What follows belongs to an exercise in optimizing a design on an open flow for small area and a short achievable clock period; a production flow would make more cautious choices.
Only simulation tests tie the RTL to the original design; equivalence was not proved.
Power and IR drop assume default switching activity.

== job 101 ==
==> module SingleCycle_Top, before the edit <==
module SingleCycle_Top
(
	input				CLK	,
	input				RST	,
	output [9:0]	IMEM_ADDR	,
	input	 [15:0]	IMEM_RDATA	,
	output [9:0]	DMEM_ADDR	,
	output [15:0]	DMEM_WDATA	,
	output			DMEM_WE		,
	input	 [15:0]	DMEM_RDATA
);
	reg  [15:0] pc;
	reg  [15:0] aux;
	reg  [31:0] vld;
	wire [15:0] I  = IMEM_RDATA;
	wire [5:0]  op = I[15:10];
	wire [4:0]  fa = I[9:5];
	wire [4:0]  fb = I[4:0];
	wire is_sub  = (op == 6'd1);
	wire is_not  = (op == 6'd2);
	wire is_and  = (op == 6'd3) | (op == 6'd11);
	wire is_or   = (op == 6'd4) | (op == 6'd12);
	wire is_xor  = (op == 6'd5) | (op == 6'd13);
	wire is_sll  = (op == 6'd6);
	wire is_srl  = (op == 6'd7) | (op == 6'd8);
	wire is_imm  = (op >= 6'd9) & (op <= 6'd13);
	wire is_lui  = (op == 6'd10);
	wire is_br   = (op >= 6'd14) & (op <= 6'd23);
	wire is_jal  = (op == 6'd24);
	wire is_lw   = (op == 6'd25);
	wire is_sw   = (op == 6'd26);
	wire is_loa  = (op == 6'd28);
	wire reg_we  = (op == 6'd24) | (op == 6'd25) | (op == 6'd27);
	wire [15:0] wdata = is_jal ? pc : (is_lw ? DMEM_RDATA : aux);
	wire [31:0] sel1, sel2;
	wire [31:0] col [0:15];    
	genvar g, b;
	generate
		for (g = 0; g < 32; g = g + 1) begin : regs
			wire        we  = reg_we & (fb == g);
			wire        nwe = ~we;
			wire [15:0] d;
			reg  [15:0] r;
			for (b = 0; b < 16; b = b + 1) begin : bits
				rf_hold h (.we(we), .wd(wdata[b]), .nwe(nwe), .q(r[b]), .y(d[b]));
				assign col[b][g] = r[b];
			end
			always @(posedge CLK) r <= d;
			always @(posedge CLK or negedge RST) begin
				if (!RST) vld[g] <= 1'b0;
				else if (we) vld[g] <= 1'b1;
			end
			assign sel1[g] = (fa == g) & vld[g];
			assign sel2[g] = (fb == g) & vld[g];
		end
	endgenerate
	wire        fwdA  = reg_we & (fa == fb);
	wire        killX = is_imm | fwdA;
	wire        killY = is_imm | reg_we;
	wire [15:0] xsrc  = is_imm ? aux : (fwdA ? wdata : 16'h0);
	wire [15:0] ysrc  = is_imm ? {8'h00, I[7:0]} : (reg_we ? wdata : 16'h0);
	wire [15:0] X, Y;
	generate
		for (b = 0; b < 16; b = b + 1) begin : rdp
			rf_rdbit p1 (.sel(sel1), .d(col[b]), .nkill(~killX), .nx(~xsrc[b]), .y(X[b]));
			rf_rdbit p2 (.sel(sel2), .d(col[b]), .nkill(~killY), .nx(~ysrc[b]), .y(Y[b]));
		end
	endgenerate
	wire        sub  = is_sub | is_br;
	wire [15:0] Yp   = Y ^ {16{sub}};
	wire [15:0] p    = X ^ Yp;           
	wire [15:0] gn   = X & Yp;           
	wire [16:0] sum  = {1'b0, X} + {1'b0, Yp} + {16'h0, sub};
	wire        eq   = &p;               
	wire        ge_u = sum[16];
	wire        ge_s = sum[16] ^ X[15] ^ Y[15];
	wire        gt_u = ge_u & ~eq;
	wire        gt_s = ge_s & ~eq;
	reg taken;
	always @* begin
		case (op[4:0])
			5'd14:   taken = eq;
			5'd15:   taken = ~eq;
			5'd16:   taken = ~gt_s;
			5'd17:   taken = gt_s;
			5'd18:   taken = ge_s;
			5'd19:   taken = ~gt_s;
			5'd20:   taken = ~gt_u;
			5'd21:   taken = gt_u;
			5'd22:   taken = ge_u;
			default: taken = ~gt_u;
		endcase
	end
	wire [15:0] Xr, T, Tr;
	genvar j;
	generate
		for (j = 0; j < 16; j = j + 1) begin : rev
			assign Xr[j] = X[15-j];
			assign Tr[j] = T[15-j];
		end
	endgenerate
	wire [15:0] Z   = is_sll ? X : Xr;
	assign      T   = Z << Y[3:0];
	wire        big = |Y[15:4];
	wire s_sum = ~(is_not | is_and | is_or | is_xor | is_sll | is_srl | is_lui | is_br | is_loa);
	wire [15:0] aux_n =
		  ({16{s_sum}}          & sum[15:0])
		| ({16{is_not}}         & ~X)
		| ({16{is_and}}         & gn)
		| ({16{is_or}}          & (p | gn))
		| ({16{is_xor}}         & p)
		| ({16{is_sll & ~big}}  & T)
		| ({16{is_srl & ~big}}  & Tr)
		| ({16{is_lui}}         & {I[7:0], 8'h00})
		| ({16{is_loa}}         & Y);
	wire [15:0] pc_br, pc_inc;
	add16 u_pcbr (.a(pc), .b(aux), .y(pc_br));
	inc16 u_pcinc (.a(pc), .y(pc_inc));
	wire [15:0] pc_n = is_jal ? aux : ((is_br & taken) ? pc_br : pc_inc);
	always @(posedge CLK or negedge RST) begin
		if (!RST) begin
			pc  <= 16'h0;
			aux <= 16'h0;
		end else begin
			pc  <= pc_n;
			aux <= aux_n;
		end
	end
	assign IMEM_ADDR  = pc[9:0];
	assign DMEM_ADDR  = aux[9:0];
	assign DMEM_WDATA = Y;    
	assign DMEM_WE    = is_sw;
endmodule
export LEC_CHECK = 0
export CAP_MARGIN = 20
export CORE_MARGIN = 2
export CORE_UTILIZATION = 40
export SLEW_MARGIN = 20
export SYNTH_HIERARCHICAL = 1
create_clock -name core_clock -period 16.0 [get_ports {CLK}]
standard.sh (not shown) runs the stock make flow with config.mk's settings and CLKGATE_MAP_FILE= SYNTH_SCRIPT=/design/flow/synth_recipe.tcl, a recipe that flattens the netlist after the stock synthesis.
==> flow/flow/run.sh <==
#!/bin/bash
# Layout flow: the standard synthesis unchanged, then the standard ORFS
# layout steps with these changes:
#  - ports are buffered with buf_2 cells (the default picks a slow delay cell),
#  - timing repair may resize across cell footprints and aims for extra
#    setup slack, repairing only the worst paths,
#  - the clock tree uses larger sink clusters of clkbuf_8 cells.
set -euo pipefail
bash standard.sh synth > synth.log 2>&1
bash standard.sh \
  "BUFFER_PORTS_ARGS=-buffer_cell sky130_fd_sc_hd__buf_2" \
  MATCH_CELL_FOOTPRINT=0 \
  SETUP_SLACK_MARGIN=7.4 \
  TNS_END_PERCENT=5 \
  CTS_CLUSTER_SIZE=14 \
  CTS_CLUSTER_DIAMETER=60 \
  CTS_BUF_LIST=sky130_fd_sc_hd__clkbuf_8 \
  finish > layout.log 2>&1
Job 101 went all the way through the flow, and no timing, DRC or antenna check failed.
#### Input delta (job 102 over job 101)
--- a/flow/design.v
+++ b/flow/design.v
@@ -4,10 +4,16 @@
 module rf_oct (input [7:0] s, input [7:0] d, output y);
 	assign y = |(s & d);
 endmodule
 module rf_oai21 (input a, input b, input c, output y);
 	assign y = ~((a | b) & c);
+endmodule
+module rf_nor2 (input a, input b, output y);
+	assign y = ~(a | b);
+endmodule
+module rf_nand2 (input a, input b, output y);
+	assign y = ~(a & b);
 endmodule
 module rf_nand3 (input a, input b, input c, output y);
 	assign y = ~(a & b & c);
 endmodule
 module rf_rdbit (input [31:0] sel, input [31:0] d, input nkill, input nx, output y);
@@ -21,10 +27,34 @@
 		for (i = 0; i < 2; i = i + 1) begin : l3
 			rf_oai21 u (.a(h[2*i]), .b(h[2*i+1]), .c(nkill), .y(m[i]));
 		end
 	endgenerate
 	rf_nand3 u4 (.a(m[0]), .b(m[1]), .c(nx), .y(y));
+endmodule
+module rf_rdbit2 (input [31:0] sel, input [31:0] d, input nkill, input nx, output r, output y);
+	wire [3:0] h;
+	wire [1:0] m;
+	wire       t;
+	genvar i;
+	generate
+		for (i = 0; i < 4; i = i + 1) begin : l2
+			rf_oct u (.s(sel[8*i+7:8*i]), .d(d[8*i+7:8*i]), .y(h[i]));
+		end
+		for (i = 0; i < 2; i = i + 1) begin : l3
+			rf_nor2 u (.a(h[2*i]), .b(h[2*i+1]), .y(m[i]));
+		end
+	endgenerate
+	rf_nand2 u4 (.a(m[0]), .b(m[1]), .y(r));
+	rf_nand2 u5 (.a(r), .b(nkill), .y(t));
+	rf_nand2 u6 (.a(t), .b(nx), .y(y));
+endmodule
+module rf_aoi222 (input s0, input d0, input s1, input d1, input s2, input d2, output y);
+	assign y = ~((s0 & d0) | (s1 & d1) | (s2 & d2));
+endmodule
+module rf_aoi2222 (input s0, input d0, input s1, input d1, input s2, input d2,
+                   input s3, input d3, output y);
+	assign y = ~((s0 & d0) | (s1 & d1) | (s2 & d2) | (s3 & d3));
 endmodule
 module add16 (input [15:0] a, input [15:0] b, output [15:0] y);
 	wire [16:0] c;
 	assign c[0] = 1'b0;
 	genvar i;
@@ -103,17 +133,30 @@
 		end
 	endgenerate
 	wire        fwdA  = reg_we & (fa == fb);
 	wire        killX = is_imm | fwdA;
 	wire        killY = is_imm | reg_we;
-	wire [15:0] xsrc  = is_imm ? aux : (fwdA ? wdata : 16'h0);
-	wire [15:0] ysrc  = is_imm ? {8'h00, I[7:0]} : (reg_we ? wdata : 16'h0);
-	wire [15:0] X, Y;
+	wire        is_lad = (op == 6'd27);
+	wire        same   = (fa == fb);
+	wire        cxa    = is_imm | (same & is_lad);
+	wire        cxp    = same & is_jal;
+	wire        cxd    = same & is_lw;
+	wire [15:0] imm16  = {8'h00, I[7:0]};
+	wire [15:0] nxsrc, nysrc;
+	wire [15:0] X, Y, rd2;
 	generate
 		for (b = 0; b < 16; b = b + 1) begin : rdp
-			rf_rdbit p1 (.sel(sel1), .d(col[b]), .nkill(~killX), .nx(~xsrc[b]), .y(X[b]));
-			rf_rdbit p2 (.sel(sel2), .d(col[b]), .nkill(~killY), .nx(~ysrc[b]), .y(Y[b]));
+			rf_aoi222 sx (.s0(cxa), .d0(aux[b]), .s1(cxp), .d1(pc[b]), .s2(cxd), .d2(DMEM_RDATA[b]), .y(nxsrc[b]));
+			if (b < 8) begin : ylo
+				rf_aoi2222 sy (.s0(is_imm), .d0(imm16[b]), .s1(is_jal), .d1(pc[b]), .s2(is_lw), .d2(DMEM_RDATA[b]),
+				               .s3(is_lad), .d3(aux[b]), .y(nysrc[b]));
+			end else begin : yhi
+				rf_aoi222 sy (.s0(is_jal), .d0(pc[b]), .s1(is_lw), .d1(DMEM_RDATA[b]), .s2(is_lad), .d2(aux[b]),
+				              .y(nysrc[b]));
+			end
+			rf_rdbit p1 (.sel(sel1), .d(col[b]), .nkill(~killX), .nx(nxsrc[b]), .y(X[b]));
+			rf_rdbit2 p2 (.sel(sel2), .d(col[b]), .nkill(~killY), .nx(nysrc[b]), .r(rd2[b]), .y(Y[b]));
 		end
 	endgenerate
 	wire        sub  = is_sub | is_br;
 	wire [15:0] Yp   = Y ^ {16{sub}};
 	wire [15:0] p    = X ^ Yp;           
@@ -174,8 +217,8 @@
 			aux <= aux_n;
 		end
 	end
 	assign IMEM_ADDR  = pc[9:0];
 	assign DMEM_ADDR  = aux[9:0];
-	assign DMEM_WDATA = Y;    
+	assign DMEM_WDATA = rd2;
 	assign DMEM_WE    = is_sw;
 endmodule
- Job 102 did not stop at any stage, and its layout met the timing, design-rule and antenna checks.
- Job 102 ends up with a post-route clock period utilization that is 0.60 points higher than in job 101.
- Job 102 vs job 101: number of signal-net inverters in the final layout up
- [compare] base=job 101 new=job 102: area growth from synthesis to layout decreased 2.3 points, final worst-path setup slack decreased 97 ps, cell area after technology mapping essentially unchanged.
- Going from job 101 to job 102, highest achievable clock rate went down by 1.1%, clock buffer and inverter area fraction after layout saw an increase.
- A worst setup path startpoint of IMEM_RDATA[0] is what job 101 shows, while IMEM_RDATA[3] belongs to job 102.
- Job 102 vs. job 101: worst slack at placement saw an increase; mean cell area of the mapped netlist saw a decrease; largest net degree at the start of global routing saw an increase; met2 wirelength from detailed routing saw an increase; net count of the mapped netlist saw little to no change.
- Lower fraction of power consumed by combinational cells goes to job 102 over job 101.
- Summary — number of ordinary and repair buffers in the finished layout, job 102 relative to job 101: lower, by about 15%.

==> re-timing with driven ports <==
Ports are ideal in the flow. The routed layouts listed here were re-timed in OpenROAD. Step 1 assumes that a clkbuf_16 drives the clock port and a buf_2 every other input. Step 2, shift: input delay + t, output delay - t, t = (earliest + latest rising clock arrival at the registers) / 2. This alone moves slack from input paths to output paths. Three values: ideal, step 1, step 2; two values: the first two.
| run | t, ns | setup slack, ns | clock arrival spread, ns |
|---|---|---|---|
| job 101 | 0.771 | 7.283 / 7.205 / 6.688 | 0.045 / 0.044 |
| job 102 | 0.778 | 7.186 / 7.162 / 6.695 | 0.080 / 0.080 |
After both steps every run listed still meets setup and hold. For job 101, which loses most, drivers alone change the setup slack by -0.078 ns; drivers and shift together by -0.595 ns.
